Context: an optimization exercise on an open-source flow, tuned for small area. The choices shown serve that exercise and are no tape-out recipe.
RTL that was checked went through simulation tests only; none was proved equivalent to the original.
Only the layout flow was run in runs 1 and 2; the RTL was not checked for function there.
No activity file was given, so power comes from the tool's default toggle rates.

## flow/design.v (module list and top-level ports; edited modules follow where they fit)
// module getPixel: 192 lines
// module trail_hold: 3 lines
// module maj3: 3 lines
// module vle16: 11 lines
// module mle16: 11 lines
// module image_idx: 1978 lines
// module image_pal: 41 lines
// module glyph_rom: 1015 lines
// module font_rom: 394 lines
// module tips_code: 49 lines
module getPixel(
    input clk,
    input hstep,      
    input reset,
    input valid,
    input [1:0] song,
    input block_type,
    input press,
    input [9:0] progress,
    input [4:0] x, y,
    input [9:0] h_cnt, v_cnt,
    input [15:0] head_x, head_y,
    input [15:0] scroll_x_in, scroll_y_in,
    input tips_display,
    input tips_display_over,
    output reg [3:0] r,
    output reg [3:0] g,
    output reg [3:0] b
    );
  // ...
==> flow/flow/run.sh <==
#!/bin/bash
# The standard layout (standard.sh) with these changes:
#  - synthesis: Yosys's abc maps with flow/abc.script (area-oriented), then every
#    combinational cell is set to its smallest drive (flow/downsize.txt); the later
#    repair steps size cells up where timing, slew or capacitance need it
#  - ports are buffered with buf_1 cells (BUFFER_PORTS_ARGS)
#  - CTS without dummy loads, with the buffers in CTS_BUFS and the clustering in CTS_EXTRA
#  - MAKE_EXTRA: further ORFS variables for the make call; ADDER_MAP_FILE= skips
#    extract_fa (adders are left to abc like the rest of the logic)
# Each tool's full output is in the ORFS logs under orfs/logs; make's output in make_finish.log.
set -euo pipefail
W=$PWD
F=$W/flow
CTS_BUFS="sky130_fd_sc_hd__clkbuf_8"
CTS_EXTRA="-sink_clustering_size 16 -sink_clustering_max_diameter 60"
MAKE_EXTRA="ADDER_MAP_FILE="
{
  echo "log_cmd abc -script $F/abc.script {*}[lrange \$abc_args 2 end]"
  while IFS=: read -r from to; do
    [ -n "$from" ] && echo "chtype -map sky130_fd_sc_hd__$from sky130_fd_sc_hd__$to"
  done < "$F/downsize.txt"
} > "$W/abc_step.tcl"
# ORFS synth.tcl with only the abc call replaced
sed 's#^\(\s*\)log_cmd abc {\*}\$abc_args#\1source '"$W"'/abc_step.tcl#' \
    "$FLOW_HOME/scripts/synth.tcl" > "$W/synth_core.tcl"
grep -q "abc_step.tcl" "$W/synth_core.tcl"
sed 's#source \$::env(SCRIPTS_DIR)/synth.tcl#source '"$W"'/synth_core.tcl#' synth_recipe.tcl > "$W/my_synth.tcl"
grep -q "synth_core.tcl" "$W/my_synth.tcl"
sed -e 's#SYNTH_SCRIPT=[^ ]*#SYNTH_SCRIPT='"$W"'/my_synth.tcl#' \
    -e 's#make -C #make BUFFER_PORTS_ARGS="-buffer_cell sky130_fd_sc_hd__buf_1" CTS_ARGS="-sink_clustering_enable -repair_clock_nets -dont_use_dummy_load -buf_list {'"$CTS_BUFS"'} '"$CTS_EXTRA"'" '"$MAKE_EXTRA"' -C #' \
    standard.sh > "$W/my_standard.sh"
grep -q "my_synth.tcl" "$W/my_standard.sh"
grep -q "BUFFER_PORTS_ARGS" "$W/my_standard.sh"
bash "$W/my_standard.sh" finish > "$W/make_finish.log" 2>&1
==> flow/flow/abc.script <==
strash
dc2
&get -n
&dch
&nf -R 1000 -F 20 -A 20 -C 32 -p
&put
==> flow/flow/downsize.txt <==
a2111o_2:a2111o_1
a2111o_4:a2111o_1
a2111oi_2:a2111oi_1
a2111oi_4:a2111oi_1
a211o_2:a211o_1
a211o_4:a211o_1
a211oi_2:a211oi_1
a211oi_4:a211oi_1
a21bo_2:a21bo_1
a21bo_4:a21bo_1
a21boi_2:a21boi_1
a21boi_4:a21boi_1
a21o_2:a21o_1
a21o_4:a21o_1
a21oi_2:a21oi_1
a21oi_4:a21oi_1
a221o_2:a221o_1
a221o_4:a221o_1
a221oi_2:a221oi_1
a221oi_4:a221oi_1
a22o_2:a22o_1
a22o_4:a22o_1
a22oi_2:a22oi_1
a22oi_4:a22oi_1
a2bb2o_2:a2bb2o_1
a2bb2o_4:a2bb2o_1
a2bb2oi_2:a2bb2oi_1
a2bb2oi_4:a2bb2oi_1
a311o_2:a311o_1
a311o_4:a311o_1
a311oi_2:a311oi_1
a311oi_4:a311oi_1
a31o_2:a31o_1
a31o_4:a31o_1
a31oi_2:a31oi_1
a31oi_4:a31oi_1
a32o_2:a32o_1
a32o_4:a32o_1
a32oi_2:a32oi_1
a32oi_4:a32oi_1
a41o_2:a41o_1
a41o_4:a41o_1
a41oi_2:a41oi_1
a41oi_4:a41oi_1
and2_2:and2_1
and2_4:and2_1
and2b_2:and2b_1
and2b_4:and2b_1
and3_2:and3_1
and3_4:and3_1
and3b_2:and3b_1
and3b_4:and3b_1
and4_2:and4_1
and4_4:and4_1
and4b_2:and4b_1
and4b_4:and4b_1
and4bb_2:and4bb_1
and4bb_4:and4bb_1
fa_2:fa_1
fa_4:fa_1
ha_2:ha_1
ha_4:ha_1
maj3_2:maj3_1
maj3_4:maj3_1
mux2_2:mux2_1
mux2_4:mux2_1
mux2_8:mux2_1
mux2i_2:mux2i_1
mux2i_4:mux2i_1
mux4_2:mux4_1
mux4_4:mux4_1
nand2_2:nand2_1
nand2_4:nand2_1
nand2_8:nand2_1
nand2b_2:nand2b_1
nand2b_4:nand2b_1
nand3_2:nand3_1
nand3_4:nand3_1
nand3b_2:nand3b_1
nand3b_4:nand3b_1
nand4_2:nand4_1
nand4_4:nand4_1
nand4b_2:nand4b_1
nand4b_4:nand4b_1
nand4bb_2:nand4bb_1
nand4bb_4:nand4bb_1
nor2_2:nor2_1
nor2_4:nor2_1
nor2_8:nor2_1
nor2b_2:nor2b_1
nor2b_4:nor2b_1
nor3_2:nor3_1
nor3_4:nor3_1
nor3b_2:nor3b_1
nor3b_4:nor3b_1
nor4_2:nor4_1
nor4_4:nor4_1
nor4b_2:nor4b_1
nor4b_4:nor4b_1
nor4bb_2:nor4bb_1
nor4bb_4:nor4bb_1
o2111a_2:o2111a_1
o2111a_4:o2111a_1
o2111ai_2:o2111ai_1
o2111ai_4:o2111ai_1
o211a_2:o211a_1
o211a_4:o211a_1
o211ai_2:o211ai_1
o211ai_4:o211ai_1
o21a_2:o21a_1
o21a_4:o21a_1
o21ai_2:o21ai_1
o21ai_4:o21ai_1
o21ba_2:o21ba_1
o21ba_4:o21ba_1
o21bai_2:o21bai_1
o21bai_4:o21bai_1
o221a_2:o221a_1
o221a_4:o221a_1
o221ai_2:o221ai_1
o221ai_4:o221ai_1
o22a_2:o22a_1
o22a_4:o22a_1
o22ai_2:o22ai_1
o22ai_4:o22ai_1
o2bb2a_2:o2bb2a_1
o2bb2a_4:o2bb2a_1
o2bb2ai_2:o2bb2ai_1
o2bb2ai_4:o2bb2ai_1
o311a_2:o311a_1
o311a_4:o311a_1
o311ai_2:o311ai_1
o311ai_4:o311ai_1
o31a_2:o31a_1
o31a_4:o31a_1
o31ai_2:o31ai_1
o31ai_4:o31ai_1
o32a_2:o32a_1
o32a_4:o32a_1
o32ai_2:o32ai_1
o32ai_4:o32ai_1
o41a_2:o41a_1
o41a_4:o41a_1
o41ai_2:o41ai_1
o41ai_4:o41ai_1
or2_2:or2_1
or2_4:or2_1
or2b_2:or2b_1
or2b_4:or2b_1
or3_2:or3_1
or3_4:or3_1
or3b_2:or3b_1
or3b_4:or3b_1
or4_2:or4_1
or4_4:or4_1
or4b_2:or4b_1
or4b_4:or4b_1
or4bb_2:or4bb_1
or4bb_4:or4bb_1
xnor2_2:xnor2_1
xnor2_4:xnor2_1
xnor3_2:xnor3_1
xnor3_4:xnor3_1
xor2_2:xor2_1
xor2_4:xor2_1
xor3_2:xor3_1
xor3_4:xor3_1
==> flow/standard.sh <==
#!/bin/bash
# synth_recipe.tcl (not shown) runs the flow's synth.tcl, then flattens the netlist and writes it again
# the make line also repeats each setting of config.mk as NAME=value (left out here)
make -C /OpenROAD-flow-scripts/flow DESIGN_CONFIG=/design/flow/config.mk WORK_HOME=/design/flow/orfs CLKGATE_MAP_FILE= SYNTH_SCRIPT=/design/flow/synth_recipe.tcl "${@:-finish}"
==> flow/config.mk <==
export PLATFORM = sky130hd
export DESIGN_NAME = getPixel
export DESIGN_NICKNAME = getPixel
export VERILOG_FILES = /design/flow/design.v
export SDC_FILE = /design/flow/constraint.sdc
export NUM_CORES = 8
export LEC_CHECK = 0
export CAP_MARGIN = 20
export CORE_MARGIN = 2
export CORE_UTILIZATION = 40
export GPL_TIMING_DRIVEN = 0
export SETUP_SLACK_MARGIN = 0.3
export SLEW_MARGIN = 20
export SYNTH_HIERARCHICAL = 1
export SYNTH_MEMORY_MAX_BITS = 131072
==> flow/constraint.sdc <==
create_clock -name core_clock -period 20.0 [get_ports {clk}]
set_input_delay 4.0000 -clock core_clock [delete_from_list [all_inputs] [get_ports {clk}]]
set_output_delay 4.0000 -clock core_clock [all_outputs]
set_load 0.01 [all_outputs]
==> run summary, run 1 <==
* Status: finished clean
* Hold Path Depth at 1
* Largest net degree at the start of global routing at 118
* Starting density of the core at 40.2%
* Hold EP: bx[183]$_DFF_P_
* Pre-CTS setup slack at 0.406 ns
* Hold WS at 0.467 ns
* Combinational power share at 43.2%
* Reg-to-Reg Start: by[192]$_DFF_P_
* Die Y at 323 um
* Critical Path RT at 16.00 ns
* Cells after DPL at 6190
* H-tree depth at 2
* Dominant class by area: multi-input combinational cells
* Power, Total at 0.00407 W
* Period utilization at 96.5%
* Drt pass-1 iters at 6
* Post-synthesis mux area share at 0.492%
* Synth warnings at 9
* Top-count cell post-synth: maj3_1
* Buffering overhead at 3.65%
* Clock buf count at 59
* Crit. path cell count at 28
* Sinks on Clock Net at 587
* Layout clock area frac at 1.79%
* Most used cell, CP: maj3_1
* Routed WL per cell at 31.1 um
* Final Slew Violations at 0
* Largest area contributor in the netlist: dfxtp_1
* Clock group power at 0.000672 W
* Metal2 WL at 80.7 mm
* CP arrival at 15.30 ns
* Layout Utilization at 44.9%
* Setup TNS at 0 ns
* Crit-path slowest cell: a2111oi_1
* Signal buffers at 199
* Synthesized flop and latch total at 587
* P&R area growth vs syn at 11.7%
* Post-Syn Area per Cell at 8.80 um^2
* Synthesized Nets at 4738
* Fin worst setup slack at 0.702 ns
* Seq group at 0.00164 W
* Setup crit start: v_cnt[1]
* Critical path's top delay family: adder cells
==> run 2, diff against run 1 <==
--- a/flow/config.mk
+++ b/flow/config.mk
@@ -9,6 +9,7 @@
 export CORE_MARGIN = 2
 export CORE_UTILIZATION = 40
 export GPL_TIMING_DRIVEN = 0
+export PLACE_DENSITY = 0.75
 export SETUP_SLACK_MARGIN = 0.3
 export SLEW_MARGIN = 20
 export SYNTH_HIERARCHICAL = 1
==> run summary, run 2 <==
* Worst-path maximum fanout at 16 (unchanged)
* Clock transition at path regs at 0.07 ns (was 0.11 ns)
* Synth top area share at 27.4% (unchanged)
* Most common cell after layout, fill and taps aside: maj3_1 (unchanged)
* CTS tree: built (unchanged)
* Critical Path RT at 16.00 ns (about the same)
* Routed WL per cell at 30.1 um (was 31.1 um)
* DIE WIDTH at 323 um (unchanged)
* Lkg Pwr at 15.3 nW (about the same)
* Period utilization at 93.7% (was 96.5%)
* Most frequent cells after synthesis: 962 x maj3_1, 557 x dfxtp_1, 530 x a22o_1 (unchanged)
* I/O pin count at 126 (unchanged)
* Die ar. at 104000 um^2 (unchanged)
* CP arrival at 14.74 ns (was 15.30 ns)
* Max_slew headroom at 10.8% (was 11.7%)
* CTS Buffer Depth at 3 (unchanged)
* Site Rows at 117 (unchanged)
* Total track usage at 34.7% (was 35.8%)
* Most frequent cells in the layout: 962 x maj3_1, 554 x dfxtp_1, 530 x a22o_1 (unchanged)
* Hold WS at 0.475 ns (was 0.467 ns)
* Die Y at 323 um (unchanged)
* Most used cell, CP: maj3_1 (unchanged)
* Synthesized flop and latch total at 587 (unchanged)
* Starting density of the core at 40.2% (unchanged)
* Postcts setup bufs at 0 (unchanged)
* Synth warnings at 9 (unchanged)
* RSZ-0062 raised after global routing: false (unchanged)
* Synthesized Nets at 4738 (unchanged)
* Vias at 42800 (was 42900)
* H-tree depth at 2 (unchanged)
* Clock latency on the worst-skew pair at 0.74 ns (was 0.80 ns)
* Crit Path Class: in2out (unchanged)
* Crit-path slowest cell: buf_1 (was a2111oi_1)
* Largest registers: bx (256), by (256) (unchanged)
* Max-cap violations at 0 (unchanged)
* Post-Syn Area per Cell at 8.80 um^2 (unchanged)
* Final Slew Violations at 0 (unchanged)
* Largest net degree at the start of global routing at 124 (was 118)
* Core Footprint at 101000 um^2 (unchanged)
* Antenna viol nets, final at 0 (unchanged)
* Final Critical Period at 18.74 ns (was 19.30 ns)
* Fin. Hold Viols at 0 (unchanged)
* Maximum vdd ir drop at 0.0567 mV (was 0.0640 mV)
* CTS Buf Count at 54 (was 59)
* Mapped Area at 40700 um^2 (unchanged)
* EDFF count, synth at 13 (unchanged)
* CTS root buf: clkbuf_8 (unchanged)
* Setup violators final at 0 (unchanged)
* Achievable frequency at 0.0533 GHz (was 0.0518 GHz)
* Drt via density at 6.85 (was 6.86)
* Sinks on Clock Net at 587 (unchanged)
* Drt drc at 0 (unchanged)
* Power Dens Cells at 87.9 nW/um^2 (was 89.5 nW/um^2)
* Largest area contributor in the netlist: dfxtp_1 (unchanged)
* Port Buffers at 125 (unchanged)
* CP Launch Type: input pin (unchanged)
* Status: finished clean (unchanged)
* FFs w/ async S/R, synth at 2.90% (unchanged)
* Worst-Margin Slew at 1.33 ns (was 1.32 ns)
* CTS Hold Bufs at 0 (unchanged)
* Drt pass-1 iters at 8 (was 6)
* Routability cong. at 1.04 (was 1.08)
* Via count of the first global-routing pass at 41100 (was 40300)
* DRT iter0 DRCs at 5930 (was 5488)
* Distinct cells, synth at 70 (unchanged)
* Worst Setup End Kind: output pin (unchanged)
* Slowest stage delay, CP at 0.71 ns (was 0.65 ns)
* Global-route wire length before repair at 275 mm (was 281 mm)
* Top-count cell post-synth: maj3_1 (unchanged)
* Prevailing post-synth register cell: dfxtp_1 (unchanged)
* P&R area growth vs syn at 11.4% (was 11.7%)
* Post-CTS Resized at 0 (unchanged)
* Antenna violations before repair at 18 (was 10)
* Part of the Yosys area used for sequential elements at 29.4% (unchanged)
* Power, Total at 0.00399 W (was 0.00407 W)
* Hold Path Class: reg2reg (unchanged)
* Cells after DPL at 6181 (was 6190)
* WL final at 188 mm (was 195 mm)
* Area contributors post-synth: dfxtp_1 27%, maj3_1 24%, a22o_1 11% (unchanged)
* Total grt overflow at 0 (unchanged)
* HPWL after DPL at 137 mm (was 144 mm)
* Non-Filler Instances at 6243 (was 6253)
* Cells after Synth at 4624 (unchanged)
* Final Skew at 0.0494 ns (was 0.132 ns)
* Fin nets at 4984 (was 4998)
* Share of cells above drive strength 1 at 4.83% (was 4.96%)
[run 2: final cells by class]
class	count	area, um^2
diodes	7	17.5
clock buffers	54	743
fillers	10100	56000
inverters	44	170
multi-input cells	3993	29100
flip-flops and latches	587	12000
well taps	1368	1710
repair buffers	190	1610
[run 2: where the power goes]
group	leakage [nW]	internal (W)	switching, W
clock network	0.388	0.000239	0.000395
logic	10.0	0.000749	0.000967
registers	4.89	0.00140	0.000239
[run 2: per-stage QoR]
stage          instance area [um^2]  util, %  setup TNS (ns)  worst slack, ns
3_5_place_dp                  44600     44.0               0             1.49
5_1_grt                       45300     44.8               0            0.853
6_report                      45400     44.8               0             1.26
2_1_floorplan                 40700        -               0             2.63
3_3_place_gp                  42900     42.3        -2444.40            -4.69
4_1_cts                       45300     44.7               0             1.45
[run 2: final timing paths]
check	start	end	slack (ns)	depth (start not counted)
setup reg to reg	by[224]$_DFF_P_	fyq[2]$_SDFFCE_PN0P_	9.96	25
hold / removal	bx[241]$_DFF_P_	bx[241]$_DFF_P_	0.48	1
hold reg to reg	bx[241]$_DFF_P_	bx[241]$_DFF_P_	0.48	1
max in group asynchronous	reset	clr$_DFF_PP1_	16.38	2
setup / recovery	v_cnt[1]	b[2]	1.26	29
min in group asynchronous	reset	bv[5]$_DFFE_PP0P_	3.23	2
[run 2: kinds of logic (layout without fill, tap and decap cells)]
kind of cell	count (synthesis)	after routing	synth area share, %
and+or+nand+nor	1373	1373	16.3
buffers and inverters	44	288	0.406
muxes	18	18	0.492
xor gates and xnor gates	109	109	2.35
AOI/OAI and AO/OA	1530	1530	27.4
adders and majority gates	962	962	23.7
DFF	587	587	29.4
other	1	8	0.00921
[run 2: metal layers]
layer	vias up	global-route usage, %	wire (um)
met1	20800	44.6	77300
li1	18900	-	-
met2	2371	52.7	79900
met5	-	0	136
met3	685	9.16	18400
met4	22	18.9	12000
[run 2: critical path, delay by kind of cell]
family | cells | cell delay [ns]
AO/OA/AOI/OAI | 5 | 1.69
XOR/XNOR | 2 | 0.68
adder cells (fa/ha/maj) | 15 | 5.78
buffers and inverters | 4 | 1.54
AND/OR/NAND/NOR | 3 | 1.04
[run 2: Yosys stat by module (local to each module, per instance)]
| module | flip-flops and latches | area (um^2) | cells |
|---|---|---|---|
| tips_code | 0 | 319 | 57 |
| maj3 | 0 | 10.0 | 1 |
| font_rom | 0 | 1090 | 196 |
| glyph_rom | 0 | 2790 | 509 |
| mle16 | 0 | 6.26 | 1 |
| image_pal | 0 | 566 | 110 |
| image_idx | 0 | 5290 | 959 |
| getPixel | 587 | 16000 | 1241 |
| vle16 | 0 | 6.26 | 1 |
| trail_hold | 0 | 8.76 | 1 |
==> module getPixel, before the edit <==
module getPixel(
    input clk,
    input hstep,      
    input reset,
    input valid,
    input [1:0] song,
    input block_type,
    input press,
    input [9:0] progress,
    input [4:0] x, y,
    input [9:0] h_cnt, v_cnt,
    input [15:0] head_x, head_y,
    input [15:0] scroll_x_in, scroll_y_in,
    input tips_display,
    input tips_display_over,
    output reg [3:0] r,
    output reg [3:0] g,
    output reg [3:0] b
    );
    reg [255:0] bx, by;
    reg [15:0] bv, bf;
    wire push = hstep & press;
    wire pushn = ~push;
    always @(posedge clk or posedge reset) begin
        if (reset)
            bv <= 16'd0;
        else if (push)
            bv <= {bv[14:0], 1'b1};
    end
    wire [255:0] nbx, nby;
    genvar k;
    generate
        for (k = 0; k < 256; k = k + 1) begin : hold
            trail_hold hx(.e(push), .en(pushn), .d(k < 16 ? head_x[k % 16] : bx[(k + 240) % 256]), .q(bx[k]), .y(nbx[k]));
            trail_hold hy(.e(push), .en(pushn), .d(k < 16 ? head_y[k % 16] : by[(k + 240) % 256]), .q(by[k]), .y(nby[k]));
        end
    endgenerate
    wire [15:0] nbf;
    wire f_head = ((|head_x[15:3]) | (&head_x[2:0])) & ((|head_y[15:3]) | (&head_y[2:0]));
    generate
        for (k = 0; k < 16; k = k + 1) begin : holdf
            trail_hold hf(.e(push), .en(pushn), .d(k == 0 ? f_head : bf[(k + 15) % 16]), .q(bf[k]), .y(nbf[k]));
        end
    endgenerate
    always @(posedge clk) begin
        bx <= nbx;
        by <= nby;
        bf <= nbf;
    end
    wire zx = (scroll_x_in == 16'd0);
    wire zy = (scroll_y_in == 16'd0);
    wire [10:0] h6 = {1'b0, h_cnt} + 11'd6;
    wire [10:0] v6 = {1'b0, v_cnt} + 11'd6;
    wire [16:0] qx = {1'b0, scroll_x_in} + {6'd0, h6};
    wire [16:0] qy = {1'b0, scroll_y_in} + {6'd0, v6};
    wire [16:0] px = {qx[16] | zx, qx[15:0]};
    wire [16:0] py = {qy[16] | zy, qy[15:0]};
    wire [16:0] mx = px - 17'd14;
    wire [16:0] my = py - 17'd14;
    wire axs = (px < 17'd14);
    wire ays = (py < 17'd14);
    wire [15:0] npx = ~px[15:0], npy = ~py[15:0];
    wire [15:0] nmx = ~mx[15:0], nmy = ~my[15:0];
    wire [15:0] lx, ly;
    wire [16:0] ux, uy;    
    generate
        for (k = 0; k < 16; k = k + 1) begin : cmp
            wire [15:0] vx = bx[16*k +: 16];
            wire [15:0] vy = by[16*k +: 16];
            wire gx, gy;
            vle16 lcx(.v(vx), .np(npx), .gt(gx));
            vle16 lcy(.v(vy), .np(npy), .gt(gy));
            assign lx[k] = px[16] | ~gx;
            assign ly[k] = py[16] | ~gy;
            if (k < 15) begin : up
                wire cx, cy;
                mle16 ucx(.nm(nmx), .u(vx), .le(cx));
                mle16 ucy(.nm(nmy), .u(vy), .le(cy));
                assign ux[k + 1] = axs | (~mx[16] & cx);
                assign uy[k + 1] = ays | (~my[16] & cy);
            end else begin : noup
                assign ux[k + 1] = 1'b0;
                assign uy[k + 1] = 1'b0;
            end
        end
    endgenerate
    wire chx, chy;
    mle16 hcx(.nm(nmx), .u(head_x), .le(chx));
    mle16 hcy(.nm(nmy), .u(head_y), .le(chy));
    assign ux[0] = axs | (~mx[16] & chx);
    assign uy[0] = ays | (~my[16] & chy);
    wire lxc = px >= 17'd336;
    wire lyc = py >= 17'd240;
    wire uxc = axs | (~mx[16] & (mx[15:0] <= 16'd336));
    wire uyc = ays | (~my[16] & (my[15:0] <= 16'd240));
    wire [15:0] bvu = {bv[14:0], 1'b1};
    wire [15:0] real_hit = bv & bf & lx & ly & ux[15:0] & uy[15:0];
    wire [15:0] edge_hit = bvu & ~bv & ux[15:0] & uy[15:0];
    wire isbody = (|real_hit) | (lxc & lyc & ((|edge_hit) | (~bv[14] & uxc & uyc)));
    wire vprog = (v_cnt >= 10'd16) && (v_cnt < 10'd40);
    wire r1 = (h_cnt >= 10'd538) && (h_cnt < 10'd556);
    wire r2 = (h_cnt >= 10'd556) && (h_cnt < 10'd574);
    wire rd = (h_cnt >= 10'd574) && (h_cnt < 10'd582);
    wire r3 = (h_cnt >= 10'd582) && (h_cnt < 10'd600);
    wire rp = (h_cnt >= 10'd600) && (h_cnt < 10'd624);
    wire [2:0] kc = r1 ? 3'd1 : r2 ? 3'd2 : rd ? 3'd3 : r3 ? 3'd4 : rp ? 3'd5 : 3'd0;
    wire [4:0] hl = h_cnt[4:0];
    wire [4:0] oc = r1 ? hl - 5'd26 : r2 ? hl - 5'd12 : rd ? hl - 5'd30 : r3 ? hl - 5'd6 : hl - 5'd16;
    reg [4:0] yq;
    reg [2:0] kq;
    reg [4:0] oq;
    reg [9:0] pq;
    always @(posedge clk) begin
        yq <= vprog ? v_cnt[4:0] - 5'd16 : 5'd0;
        kq <= kc;
        oq <= oc;
        pq <= progress;
    end
    function [3:0] add3;
        input [3:0] v;
        add3 = (v >= 4'd5) ? v + 4'd3 : v;
    endfunction
    reg [21:0] bcd;
    integer j;
    always @(*) begin
        bcd = {12'd0, pq};
        for (j = 0; j < 10; j = j + 1) begin
            bcd[13:10] = add3(bcd[13:10]);
            bcd[17:14] = add3(bcd[17:14]);
            bcd[21:18] = add3(bcd[21:18]);
            bcd = bcd << 1;
        end
    end
    wire [3:0] d1 = bcd[21:18] == 4'd10 ? 4'd0 : bcd[21:18];
    wire [3:0] d2 = bcd[17:14];
    wire [3:0] d3 = bcd[13:10];
    wire [3:0] gsel = r1 ? d1 : r2 ? d2 : r3 ? d3 : 4'd10;
    wire [4:0] xsel = (kq == kc) ? oq : (rp ? 5'd8 : 5'd0);
    wire [1:0] gt;
    glyph_rom gr(.a({gsel, yq, xsel}), .d(gt));
    wire nz1 = (progress >= 10'd100) && (progress < 10'd1000);
    wire [1:0] ptype = r1 ? {1'b0, gt[0] & nz1} : gt;
    wire [2:0] iidx;
    image_idx ii(.a({song, block_type, y, x}), .d(iidx));
    reg [2:0] itex, iq;
    always @(posedge clk) begin
        itex <= {song, block_type};
        iq <= iidx;
    end
    wire [11:0] img;
    image_pal ip(.a({itex, iq}), .d(img));
    wire inmsg = (h_cnt >= 10'd48) && (h_cnt < 10'd432) && (v_cnt >= 10'd448) && (v_cnt < 10'd466);
    wire [7:0] hq = h_cnt[9:2];
    wire [4:0] pos = hq / 3 - 5'd4;
    wire [1:0] mpos = hq % 3;
    wire [3:0] ncode;
    tips_code tc(.a({tips_display_over, pos}), .d(ncode));
    reg clr;
    reg [3:0] cq;
    reg [1:0] mq, rq;
    reg [4:0] fyq;
    always @(posedge clk or posedge reset)
        if (reset) clr <= 1'b1;
        else clr <= 1'b0;
    wire use_new = valid & ~isbody & inmsg;
    wire [3:0] cc = use_new ? ncode : clr ? 4'd0 : cq;
    wire [1:0] mc = use_new ? mpos : clr ? 2'd0 : mq;
    wire [1:0] rc = use_new ? h_cnt[1:0] : clr ? 2'd0 : rq;
    wire [4:0] fyc = use_new ? v_cnt[4:0] : clr ? 5'd0 : fyq;
    always @(posedge clk) begin
        cq <= cc;
        mq <= mc;
        rq <= rc;
        fyq <= fyc;
    end
    wire fbit;
    font_rom fr(.a({cq, mq, rq, fyq}), .d(fbit));
    always @(*) begin
        if (~valid)
            {r, g, b} = 12'h000;
        else if (h_cnt >= 10'd313 && h_cnt <= 10'd327 && v_cnt >= 10'd233 && v_cnt <= 10'd247)
            {r, g, b} = 12'hf00;
        else if (isbody)
            {r, g, b} = 12'hf00;
        else if (vprog && (r1 | r2 | rd | r3 | rp))
            {r, g, b} = ptype == 2'b00 ? img : ptype[1] ? 12'hfff : 12'h000;
        else if (inmsg)
            {r, g, b} = (ncode != 4'd0 && fbit && (tips_display | tips_display_over)) ? 12'hfff : img;
        else
            {r, g, b} = img;
    end
endmodule
==> run 3, diff against run 2 <==
--- a/flow/design.v
+++ b/flow/design.v
@@ -18,18 +18,25 @@
     output reg [3:0] g,
     output reg [3:0] b
     );
+    genvar k;
     reg [255:0] bx, by;
-    reg [15:0] bv, bf;
+    reg [15:0] bf;
+    reg [4:0] nv;
     wire push = hstep & press;
     wire pushn = ~push;
     always @(posedge clk or posedge reset) begin
         if (reset)
-            bv <= 16'd0;
-        else if (push)
-            bv <= {bv[14:0], 1'b1};
+            nv <= 5'd0;
+        else if (push && !nv[4])
+            nv <= nv + 5'd1;
     end
+    wire [15:0] bv;
+    generate
+        for (k = 0; k < 16; k = k + 1) begin : pushed
+            assign bv[k] = nv > k;
+        end
+    endgenerate
     wire [255:0] nbx, nby;
-    genvar k;
     generate
         for (k = 0; k < 256; k = k + 1) begin : hold
             trail_hold hx(.e(push), .en(pushn), .d(k < 16 ? head_x[k % 16] : bx[(k + 240) % 256]), .q(bx[k]), .y(nbx[k]));
==> run summary, run 3 <==
* Top-count cell post-synth: maj3_1 (unchanged)
* Distinct cells, synth at 68 (was 70)
* CTS Buf Count at 50 (was 54)
* Most used cell, CP: maj3_1 (unchanged)
* Status: finished clean (unchanged)
* HPWL after DPL at 136 mm (was 137 mm)
* Global-route wire length before repair at 275 mm (about the same)
* Prevailing post-synth register cell: dfxtp_1 (unchanged)
* Antenna viol nets, final at 0 (unchanged)
* Postcts setup bufs at 0 (unchanged)
* Part of the Yosys area used for sequential elements at 28.9% (was 29.4%)
* Power Dens Cells at 87.8 nW/um^2 (was 87.9 nW/um^2)
* CP Launch Type: input pin (unchanged)
* Switching Power at 0.00162 W (was 0.00160 W)
* Fin nets at 5003 (was 4984)
* Sinks on Clock Net at 576 (was 587)
* Die Y at 322 um (was 323 um)
* Clock Power Share at 15.3% (was 15.9%)
* End of the critical path: g[0] (was b[2])
* Vias at 43200 (was 42800)
* Final Skew at 0.143 ns (was 0.0494 ns)
* Final Slew Violations at 0 (unchanged)
* Setup TNS at 0 ns (unchanged)
* Max_slew headroom at 12.1% (was 10.8%)
* DRT iter0 DRCs at 6342 (was 5930)
* Most common cell after layout, fill and taps aside: maj3_1 (unchanged)
* Synthesized Nets at 4753 (was 4738)
* Core Footprint at 100000 um^2 (was 101000 um^2)
* CTS Buffer Depth at 3 (unchanged)
* EDFF count, synth at 13 (unchanged)
* Largest area contributor in the netlist: dfxtp_1 (unchanged)
* Post-CTS Resized at 0 (unchanged)
* Via count of the first global-routing pass at 41400 (was 41100)
* H-tree depth at 2 (unchanged)
* Drt pass-1 iters at 6 (was 8)
* Die ar. at 104000 um^2 (about the same)
* Switching Fraction at 40.8% (was 40.2%)
* Worst-path maximum fanout at 16 (unchanged)
* Area contributors post-synth: dfxtp_1 28%, maj3_1 24%, a22o_1 11% (was dfxtp_1 27%, maj3_1 24%, a22o_1 11%)
* DIE WIDTH at 322 um (was 323 um)
* Combinational power share at 43.9% (was 43.0%)
* Most frequent cells in the layout: 963 x maj3_1, 554 x dfxtp_1, 531 x a22o_1 (was 962 x maj3_1, 554 x dfxtp_1, 530 x a22o_1)
* Non-Filler Instances at 6264 (was 6243)
* Site Rows at 116 (was 117)
* Critical path's top delay family: adder cells (unchanged)
* Final Critical Period at 18.65 ns (was 18.74 ns)
* Synthesized flop and latch total at 576 (was 587)
* Crit. path cell count at 32 (was 29)
* Total track usage at 34.7% (about the same)
* Fin worst setup slack at 1.35 ns (was 1.26 ns)
* Worst Setup End Kind: output pin (unchanged)
* Slowest stage delay, CP at 0.76 ns (was 0.71 ns)
* Drt via density at 6.89 (was 6.85)
* CP arrival at 14.65 ns (was 14.74 ns)
* WL final at 186 mm (was 188 mm)
* Largest net degree at the start of global routing at 124 (unchanged)
* Fin. Hold Viols at 0 (unchanged)
* Drt drc at 0 (unchanged)
* Max-cap violations at 0 (unchanged)
* Hold Path Class: reg2reg (unchanged)
* Internal power at 0.00235 W (was 0.00239 W)
* Starting density of the core at 40.4% (was 40.2%)
* Clock transition at path regs at 0.09 ns (was 0.07 ns)
* Cells after DPL at 6192 (was 6181)
* CTS root buf: clkbuf_8 (unchanged)
* Hold WS at 0.435 ns (was 0.475 ns)
* Synth top area share at 27.5% (was 27.4%)
* Port Buffers at 125 (unchanged)
* Total grt overflow at 0 (unchanged)
* Period utilization at 93.3% (was 93.7%)
* CTS Hold Bufs at 0 (unchanged)
* Cells after Synth at 4639 (was 4624)
* Clock latency on the worst-skew pair at 0.76 ns (was 0.74 ns)
* WP buf/inv at 4 (unchanged)
* Setup violators final at 0 (unchanged)
* Setup crit start: h_cnt[1] (was v_cnt[1])
* Lkg Pwr at 15.3 nW (about the same)
* Flop pwr share at 40.8% (was 41.1%)
* Antenna violations before repair at 30 (was 18)
* Crit-path slowest cell: buf_1 (unchanged)
* CTS tree: built (unchanged)
* FFs w/ async S/R, synth at 1.04% (was 2.90%)
* Routability cong. at 1.09 (was 1.04)
* Synth warnings at 9 (unchanged)
* Crit Path Class: in2out (unchanged)
* Achievable frequency at 0.0536 GHz (was 0.0533 GHz)
* I/O pin count at 126 (unchanged)
* Pre-CTS setup slack at 1.38 ns (was 1.49 ns)
* Most frequent cells after synthesis: 963 x maj3_1, 557 x dfxtp_1, 531 x a22o_1 (was 962 x maj3_1, 557 x dfxtp_1, 530 x a22o_1)
* Worst R2R Path Depth at 28 (was 25)
* Mapped Area at 40500 um^2 (was 40700 um^2)
* Reg-to-Reg Start: bx[32]$_DFF_P_ (was by[224]$_DFF_P_)
* Maximum vdd ir drop at 0.0610 mV (was 0.0567 mV)
* Critical Path RT at 16.00 ns (about the same)
* Largest registers: bx (256), by (256), bf (16) (was bx (256), by (256))
* Share of cells above drive strength 1 at 4.87% (was 4.83%)
* P&R area growth vs syn at 11.6% (was 11.4%)
* RSZ-0062 raised after global routing: false (unchanged)
* Post-Syn Area per Cell at 8.73 um^2 (was 8.80 um^2)
* R2R setup slack at 9.78 ns (was 9.96 ns)
* Layout Utilization at 45.1% (was 44.8%)
* RR Endpoint: rq[0]$_SDFFCE_PN0P_ (was fyq[2]$_SDFFCE_PN0P_)
* Routed WL per cell at 29.7 um (was 30.1 um)
* Worst-Margin Slew at 1.31 ns (was 1.33 ns)
==> run 3: cell types whose count changed after synthesis, moves of 10 or more <==
cell / previous run / this run
a2111oi_0: 43 / 33
a21oi_1: 249 / 259
dfrtp_1: 16 / 5
mux2_1: 16 / 2
nand4_1: 37 / 49
nor2_1: 345 / 359
xnor2_1: 68 / 55
xor2_1: 41 / 54
==> run 3: metrics by stage <==
stage	total power [W]	cell area, um^2
detailed placement	0.00333	44400
CTS	0.00394	45100
global route	0.00418	45200
global placement	0.00323	42700
finish	0.00397	45200
floorplan	0.00276	40500
==> run 3: worst min path at each step <==
stage                          from              end  slack, ns  cells past startpoint
detailed placement  by[240]$_DFF_P_  by[240]$_DFF_P_       0.45                      1
CTS                  bx[10]$_DFF_P_   bx[26]$_DFF_P_       0.42                      1
floorplan           bx[240]$_DFF_P_  bx[240]$_DFF_P_       0.43                      1
global route         bx[10]$_DFF_P_   bx[26]$_DFF_P_       0.46                      1
finish               bx[10]$_DFF_P_   bx[26]$_DFF_P_       0.43                      1
global placement    bx[240]$_DFF_P_  bx[240]$_DFF_P_       0.45                      1
==> run 3: power groups by stage <==
stage	Clock (W)	Combinational [W]	Sequential, W
floorplan	0	0.00119	0.00157
global route	0.000661	0.00186	0.00166
CTS	0.000623	0.00170	0.00162
finish	0.000607	0.00174	0.00162
detailed placement	0	0.00169	0.00164
global placement	0	0.00161	0.00162
==> run 3: routing by layer <==
metal	share of wire, %	track usage (%)	up-vias
met4	6.3	18.1	20
met2	42	52.3	2652
li1	-	-	19000
met1	41	45.2	20800
met5	0.069	0	-
met3	10	9.64	732
==> run 3: per-module statistics from Yosys, one instance, submodules excluded <==
module | cells inside | flops+latches | cell area (um^2) | copies in the design
trail_hold | 1 | 0 | 8.76 | 528
font_rom | 196 | 0 | 1090 | 1
image_idx | 959 | 0 | 5290 | 1
maj3 | 1 | 0 | 10.0 | 960
image_pal | 104 | 0 | 558 | 1
mle16 | 1 | 0 | 6.26 | 32
getPixel | 1259 | 576 | 15800 | 1
glyph_rom | 509 | 0 | 2790 | 1
tips_code | 60 | 0 | 325 | 1
vle16 | 1 | 0 | 6.26 | 32
==> run 3: cell type report <==
class | instances | area (um^2)
flip-flops and latches | 576 | 11700
fillers | 9823 | 55100
repair buffers | 198 | 1660
well taps | 1357 | 1700
multi-input cells | 4024 | 29200
inverters | 39 | 151
clock buffers | 50 | 688
diodes | 20 | 50.0
==> run 3: cells by family after synthesis <==
family / share of synthesized area [%]
compound gates: 27.9
xor+xnor: 2.36
fa+ha+maj: 23.8
buf+inv: 0.361
flops: 28.9
mux: 0.154
other cells: 0.00926
simple gates: 16.5

-- separate check: timing with driven ports --
In the flow no input, the clock included, has a driving cell. The finished layouts below were timed again as built, in two steps. Step 1: set_driving_cell puts a clkbuf_16 on clk and a buf_2 on each other input, an assumption about the parent block. Step 2 moves the port delays by t, midway between the first and last clock arrival at a register: inputs arrive t later, outputs are due t later. That takes back most of the time a late clock gives input paths. Three values: ideal ports, drivers, drivers and shift; two values: the first two.
run	t, ns	setup WS [ns]	clock arrival spread, ns	pins driven straight from the clock port
run 1	0.802	0.702 / 0.671 / 0.671	0.132 / 0.132	1
run 2	0.758	1.255 / 1.222 / 1.222	0.081 / 0.081	1
run 3	0.748	1.348 / 1.308 / 1.308	0.161 / 0.161	1
After both steps every run listed still meets setup and hold. For run 3, which loses most, drivers alone change the setup slack by -0.040 ns; drivers and shift together by -0.040 ns.
